What follows belongs to an exercise in optimizing a design on an open flow for small area and a short achievable clock period; a production flow would make more cautious choices. At most, simulation tests tie the RTL to the original design; equivalence was not proved. Power is estimated from default activity; no workload was simulated.

==> trial 84 <==
## FourBitBP
module FourBitBP(
    input clk,
    input [2:0] branchID,
    input outcome,
    input reset,
    output reg miss
    );
==> module FourBitBP, before the edit <==
module FourBitBP(
    input clk,
    input [2:0] branchID,
    input outcome,
    input reset,
    output reg miss
    );
    reg [3:0] BHT [0:7];
    reg [1:0] Counters [0:127];
    reg       rst_r;             
    reg [2:0] bid_r;             
    reg [3:0] h_r;               
    reg [1:0] c_r;               
    reg       o_r;               
    reg [7:0] byp_r;             
    wire [1:0] wd_r = rst_r ? 2'b00 :
                      {(c_r[1] & c_r[0]) | (o_r & (c_r[1] | c_r[0])),
                       (c_r[1] & ~c_r[0]) | (o_r & (c_r[1] | ~c_r[0]))};
    wire [7:0]  we_b;
    wire [15:0] we_h;
    wire [1:0]  cb [0:7];
    genvar b, j;
    generate
        for (b = 0; b < 8; b = b + 1) begin : g_rd
            assign we_b[b] = rst_r | (bid_r == b);
            wire [1:0] rd;
            FourBitBP_rd16 u_rd (
                .d({Counters[b*16+15], Counters[b*16+14], Counters[b*16+13], Counters[b*16+12],
                    Counters[b*16+11], Counters[b*16+10], Counters[b*16+9],  Counters[b*16+8],
                    Counters[b*16+7],  Counters[b*16+6],  Counters[b*16+5],  Counters[b*16+4],
                    Counters[b*16+3],  Counters[b*16+2],  Counters[b*16+1],  Counters[b*16+0]}),
                .s(BHT[b]), .y(rd));
            assign cb[b] = byp_r[b] ? wd_r : rd;
        end
        for (j = 0; j < 16; j = j + 1) begin : g_weh
            assign we_h[j] = rst_r | (h_r == j);
        end
    endgenerate
    wire [1:0] c = cb[branchID];
    always @(posedge clk) begin
        miss   <= ~reset & (c[1] ^ outcome);
        rst_r  <= reset;
        bid_r  <= branchID;
        h_r    <= BHT[branchID];
        c_r    <= c;
        o_r    <= outcome;
    end
    generate
        for (b = 0; b < 8; b = b + 1) begin : g_bht
            always @(posedge clk) begin
                if (reset)
                    BHT[b] <= 4'b0000;
                else if (branchID == b)
                    BHT[b] <= {BHT[b][2:0], outcome};
            end
            always @(posedge clk) begin
                byp_r[b] <= reset | ((branchID == b) & (BHT[b] == {4{outcome}}));
            end
            for (j = 0; j < 16; j = j + 1) begin : g_cnt
                always @(posedge clk) begin
                    if (we_b[b] & we_h[j])
                        Counters[b*16+j] <= wd_r;
                end
            end
        end
    endgenerate
endmodule
==> module FourBitBP_rd16, before the edit <==
module FourBitBP_rd16(
    input  [31:0] d,
    input  [3:0]  s,
    output [1:0]  y
    );
    assign y = d[s*2 +: 2];
endmodule
Settings: LEC_CHECK=0, ABC_AREA=1, CAP_MARGIN=20, CORE_MARGIN=2, CORE_UTILIZATION=40, CTS_BUF_LIST=sky130_fd_sc_hd__clkbuf_8, CTS_CLUSTER_DIAMETER=60, CTS_CLUSTER_SIZE=12, SETUP_SLACK_MARGIN=3.7, SLEW_MARGIN=20, SYNTH_HIERARCHICAL=1; clock period 6.0 ns.
run.sh (not shown) runs the stock make flow with config.mk's settings and CLKGATE_MAP_FILE= SYNTH_SCRIPT=/design/flow/synth_recipe.tcl, a recipe that flattens the netlist after the stock synthesis.
==> build 54 (differences from trial 84) <==
==> flow/design.v (replaced) <==
module FourBitBP(
    input clk,
    input [2:0] branchID,
    input outcome,
    input reset,
    output reg miss
    );
    reg [3:0] BHT [0:7];
    reg [1:0] Counters [0:127];
    reg       rst_r;             
    reg [2:0] bid_r;             
    reg [3:0] h_r;               
    reg [1:0] c_r;               
    reg       o_r;               
    wire [1:0] nc_r = {(c_r[1] & c_r[0]) | (o_r & (c_r[1] | c_r[0])),
                       (c_r[1] & ~c_r[0]) | (o_r & (c_r[1] | ~c_r[0]))};
    wire       self_r = (h_r == {4{o_r}});
    wire [1:0] cb [0:7];
    genvar b, j;
    generate
        for (b = 0; b < 8; b = b + 1) begin : g_rd
            assign cb[b] = rst_r ? 2'b00 :
                           (self_r && bid_r == b) ? nc_r :
                           Counters[{b[2:0], BHT[b]}];
        end
    endgenerate
    wire [1:0] c = cb[branchID];
    always @(posedge clk) begin
        miss  <= ~reset & (c[1] ^ outcome);
        rst_r <= reset;
        bid_r <= branchID;
        h_r   <= BHT[branchID];
        c_r   <= c;
        o_r   <= outcome;
    end
    generate
        for (b = 0; b < 8; b = b + 1) begin : g_bht
            always @(posedge clk) begin
                if (reset)
                    BHT[b] <= 4'b0000;
                else if (branchID == b)
                    BHT[b] <= {BHT[b][2:0], outcome};
            end
            for (j = 0; j < 16; j = j + 1) begin : g_cnt
                always @(posedge clk) begin
                    if (rst_r)
                        Counters[b*16+j] <= 2'b00;
                    else if (bid_r == b && h_r == j)
                        Counters[b*16+j] <= nc_r;
                end
            end
        end
    endgenerate
endmodule
- ABC_AREA: 1 -> unset
- CTS_BUF_LIST: sky130_fd_sc_hd__clkbuf_8 -> unset
- CTS_CLUSTER_DIAMETER: 60 -> unset
- CTS_CLUSTER_SIZE: 12 -> unset
- SETUP_SLACK_MARGIN: 3.7 -> unset
- SYNTH_HIERARCHICAL: 1 -> unset
==> run notes <==
status complete, no violations; layout cells sized above 1 6.40%; M1 GR Usage 29.7%; Net Count, Synth 1,899
That was build 54.
==> run notes <==
status complete, no violations; cell family with most CP delay flip-flops; Net Count, Synth 1,550; M1 GR Usage 25.6%; synthesized area 14,200 µm²; layout cells sized above 1 7.54%; P_comb 0.469 mW
That was trial 84.
Function was not checked in any run of this note: the RTL went through the layout flow alone.

* * *

==> inputs of job 1785 <==
FourBitBP, a different RTL version from the one above (not shown whole).
==> module FourBitBP, before the edit <==
module FourBitBP(
    input clk,
    input [2:0] branchID,
    input outcome,
    input reset,
    output reg miss
    );
    reg [3:0] BHT [0:7];
    reg [1:0] Counters [0:127];
    reg       rst_r;             
    reg [2:0] bid_r;             
    reg       h3_r;              
    reg [1:0] c_r;               
    reg       o_r;               
    reg       self_r;            
    wire [1:0] wd_r = rst_r ? 2'b00 :
                      {(c_r[1] & c_r[0]) | (o_r & (c_r[1] | c_r[0])),
                       (c_r[1] & ~c_r[0]) | (o_r & (c_r[1] | ~c_r[0]))};
    wire [3:0]  h_r = {h3_r, BHT[bid_r][3:1]};
    wire [7:0]  we_b;
    wire [15:0] we_h;
    wire [1:0]  cb [0:7];
    genvar b, j;
    generate
        for (b = 0; b < 8; b = b + 1) begin : g_rd
            assign we_b[b] = rst_r | (bid_r == b);
            assign cb[b] = (rst_r | (self_r & (bid_r == b))) ? wd_r :
                           Counters[{b[2:0], BHT[b]}];
        end
        for (j = 0; j < 16; j = j + 1) begin : g_weh
            assign we_h[j] = rst_r | (h_r == j);
        end
    endgenerate
    wire [7:0] h0, h1;
    generate
        for (b = 0; b < 8; b = b + 1) begin : g_hx
            assign h0[b] = (BHT[b] == 4'b0000);
            assign h1[b] = (BHT[b] == 4'b1111);
        end
    endgenerate
    wire [1:0] c = cb[branchID];
    wire [3:0] h = BHT[branchID];
    always @(posedge clk) begin
        miss   <= ~reset & (c[1] ^ outcome);
        rst_r  <= reset;
        bid_r  <= branchID;
        h3_r   <= h[3];
        c_r    <= c;
        o_r    <= outcome;
        self_r <= outcome ? h1[branchID] : h0[branchID];
    end
    generate
        for (b = 0; b < 8; b = b + 1) begin : g_bht
            always @(posedge clk) begin
                if (reset)
                    BHT[b] <= 4'b0000;
                else if (branchID == b)
                    BHT[b] <= {BHT[b][2:0], outcome};
            end
            for (j = 0; j < 16; j = j + 1) begin : g_cnt
                always @(posedge clk) begin
                    if (we_b[b] & we_h[j])
                        Counters[b*16+j] <= wd_r;
                end
            end
        end
    endgenerate
endmodule
Settings: LEC_CHECK=0, ABC_AREA=1, CAP_MARGIN=20, CORE_MARGIN=2, CORE_UTILIZATION=40, CTS_BUF_LIST=sky130_fd_sc_hd__clkbuf_8, CTS_CLUSTER_DIAMETER=70, CTS_CLUSTER_SIZE=15, SETUP_SLACK_MARGIN=3.7, SLEW_MARGIN=20; clock period 6.0 ns.
==> inputs of job 2320, as changes to job 1785 <==
==> flow/design.v (replaced) <==
`timescale 1ns / 1ps
module FourBitBP(
    input clk,
    input [2:0] branchID,
    input outcome,
    input reset,
    output reg miss
    );
    integer i;
    reg [3:0] BHT [7:0];        
    reg [1:0] Counters [127:0];             
    always @ (posedge clk)
    begin
    if(reset == 1)
    begin
    for(i=0;i<128;i=i+1)                    
    begin
        if(i < 8)
            BHT[i] <= 4'b0000;
        Counters[i] <= 2'b00;
    end
    miss <= 0;
    end
    else
    begin
    if(Counters[{branchID,BHT[branchID]}][1] == outcome)             
    begin
        miss <= 0;
        if(outcome == 0 && Counters[{branchID,BHT[branchID]}] == 2'b01)
            Counters[{branchID,BHT[branchID]}] <= 2'b00;
        if(outcome == 1 && Counters[{branchID,BHT[branchID]}] == 2'b10)
            Counters[{branchID,BHT[branchID]}] <= 2'b11;
        BHT[branchID] <= {BHT[branchID][2], BHT[branchID][1], BHT[branchID][0], outcome};    
    end
    if(Counters[{branchID,BHT[branchID]}][1] != outcome)             
    begin
        miss <= 1;
        if(outcome == 0)                                                
            Counters[{branchID,BHT[branchID]}] <= Counters[{branchID,BHT[branchID]}] - 2'b01;    
        if(outcome == 1)
            Counters[{branchID,BHT[branchID]}] <= Counters[{branchID,BHT[branchID]}] + 2'b01;
        BHT[branchID] <= {BHT[branchID][2], BHT[branchID][1], BHT[branchID][0], outcome};
    end        
    end
  end
endmodule
==> flow/config.mk (replaced) <==
export PLATFORM = sky130hd
export DESIGN_NAME = FourBitBP
export DESIGN_NICKNAME = FourBitBP
export VERILOG_FILES = /design/flow/design.v
export SDC_FILE = /design/flow/constraint.sdc
export NUM_CORES = 4
export LEC_CHECK = 0
export CAP_MARGIN = 20
export CORE_MARGIN = 2
export CORE_UTILIZATION = 40
export SLEW_MARGIN = 20
==> inputs of job 9745, as changes to job 1785 <==
--- a/flow/design.v
+++ b/flow/design.v
@@ -10,5 +10,5 @@
     reg       rst_r;             
     reg [2:0] bid_r;             
-    reg       h3_r;              
+    reg [3:0] h_r;               
     reg [1:0] c_r;               
     reg       o_r;               
@@ -17,5 +17,4 @@
                       {(c_r[1] & c_r[0]) | (o_r & (c_r[1] | c_r[0])),
                        (c_r[1] & ~c_r[0]) | (o_r & (c_r[1] | ~c_r[0]))};
-    wire [3:0]  h_r = {h3_r, BHT[bid_r][3:1]};
     wire [7:0]  we_b;
     wire [15:0] we_h;
@@ -32,11 +31,4 @@
         end
     endgenerate
-    wire [7:0] h0, h1;
-    generate
-        for (b = 0; b < 8; b = b + 1) begin : g_hx
-            assign h0[b] = (BHT[b] == 4'b0000);
-            assign h1[b] = (BHT[b] == 4'b1111);
-        end
-    endgenerate
     wire [1:0] c = cb[branchID];
     wire [3:0] h = BHT[branchID];
@@ -45,8 +37,8 @@
         rst_r  <= reset;
         bid_r  <= branchID;
-        h3_r   <= h[3];
+        h_r    <= h;
         c_r    <= c;
         o_r    <= outcome;
-        self_r <= outcome ? h1[branchID] : h0[branchID];
+        self_r <= (h == {4{outcome}});
     end
     generate
==> flow/config.mk (replaced) <==
export PLATFORM = sky130hd
export DESIGN_NAME = FourBitBP
export DESIGN_NICKNAME = FourBitBP
export VERILOG_FILES = /design/flow/design.v
export SDC_FILE = /design/flow/constraint.sdc
export NUM_CORES = 4
export LEC_CHECK = 0
export ABC_CLOCK_PERIOD_IN_PS = 2300
export CAP_MARGIN = 20
export CORE_MARGIN = 2
export CORE_UTILIZATION = 40
export CTS_BUF_LIST = sky130_fd_sc_hd__clkbuf_4
export SETUP_SLACK_MARGIN = 3.7
export SLEW_MARGIN = 20
==> comparison <==
- In job 1785 the hold slack is lower than in job 9745, by 0.033 ns.
- Final cell count, highest first: job 2320, job 1785, job 9745.
- Of job 1785 and job 9745, job 9745 has the higher synthesized area (gap about 2.7%, measured against job 9745).
- Between job 1785 and job 9745, the lower core utilization is in job 1785 (gap 0.091 points).
- Critical path depth: job 2320 > job 9745 > job 1785.
- Against job 2320, the register-to-register slack of job 1785 is higher by 2.5 ns.
- Design area, highest first: job 2320, job 9745, job 1785.
- Between job 1785 and job 2320, the lower flip-flop and latch count is in job 2320 (gap 9).
- Between job 2320 and job 1785, the lower sequential share of layout area is in job 2320 (gap 12 points).
For job 1785, only the layout was checked, not whether the RTL still works.

## port drivers added, routing unchanged
The flow's constraints put no driver on any port. The routed layouts listed below were extracted and timed again, unchanged, in two steps. Step 1 (the two cells are an assumption about what drives the block):
set clk [get_ports {clk}]
set_driving_cell -lib_cell sky130_fd_sc_hd__clkbuf_16 $clk
set_driving_cell -lib_cell sky130_fd_sc_hd__buf_2 [delete_from_list [all_inputs] $clk]
Step 2 adds t to the input delays and takes it off the output delays; t is the mean of the earliest and latest rising clock arrival at the registers after step 1. Input paths then give back, and output paths get back, about the clock's delay inside the block. a / b / c = no drivers / after step 1 / after step 2; a / b = the first two.
| run | t (ns) | setup WS [ns] | worst setup path after step 2 | cell pins on the clock port's net |
|---|---|---|---|---|
| trial 84 | 0.646 | 3.721 / 3.671 / 3.127 | input to register | 1 |
| build 54 | 0.570 | 2.312 / 2.289 / 1.719 | input to register | 1 |
| job 1785 | 0.610 | 3.729 / 3.682 / 3.236 | input to register | 1 |
| job 2320 | 0.575 | 0.159 / 0.189 / -0.385 | input to register | 1 |
| job 9745 | 0.714 | 3.570 / 3.570 / 2.961 | input to register | 1 |
With both steps, setup timing fails in job 2320, where it was met with ideal ports. The setup slack of job 9745, which loses most, moves by 0.000 ns with the drivers and by -0.609 ns with both steps.
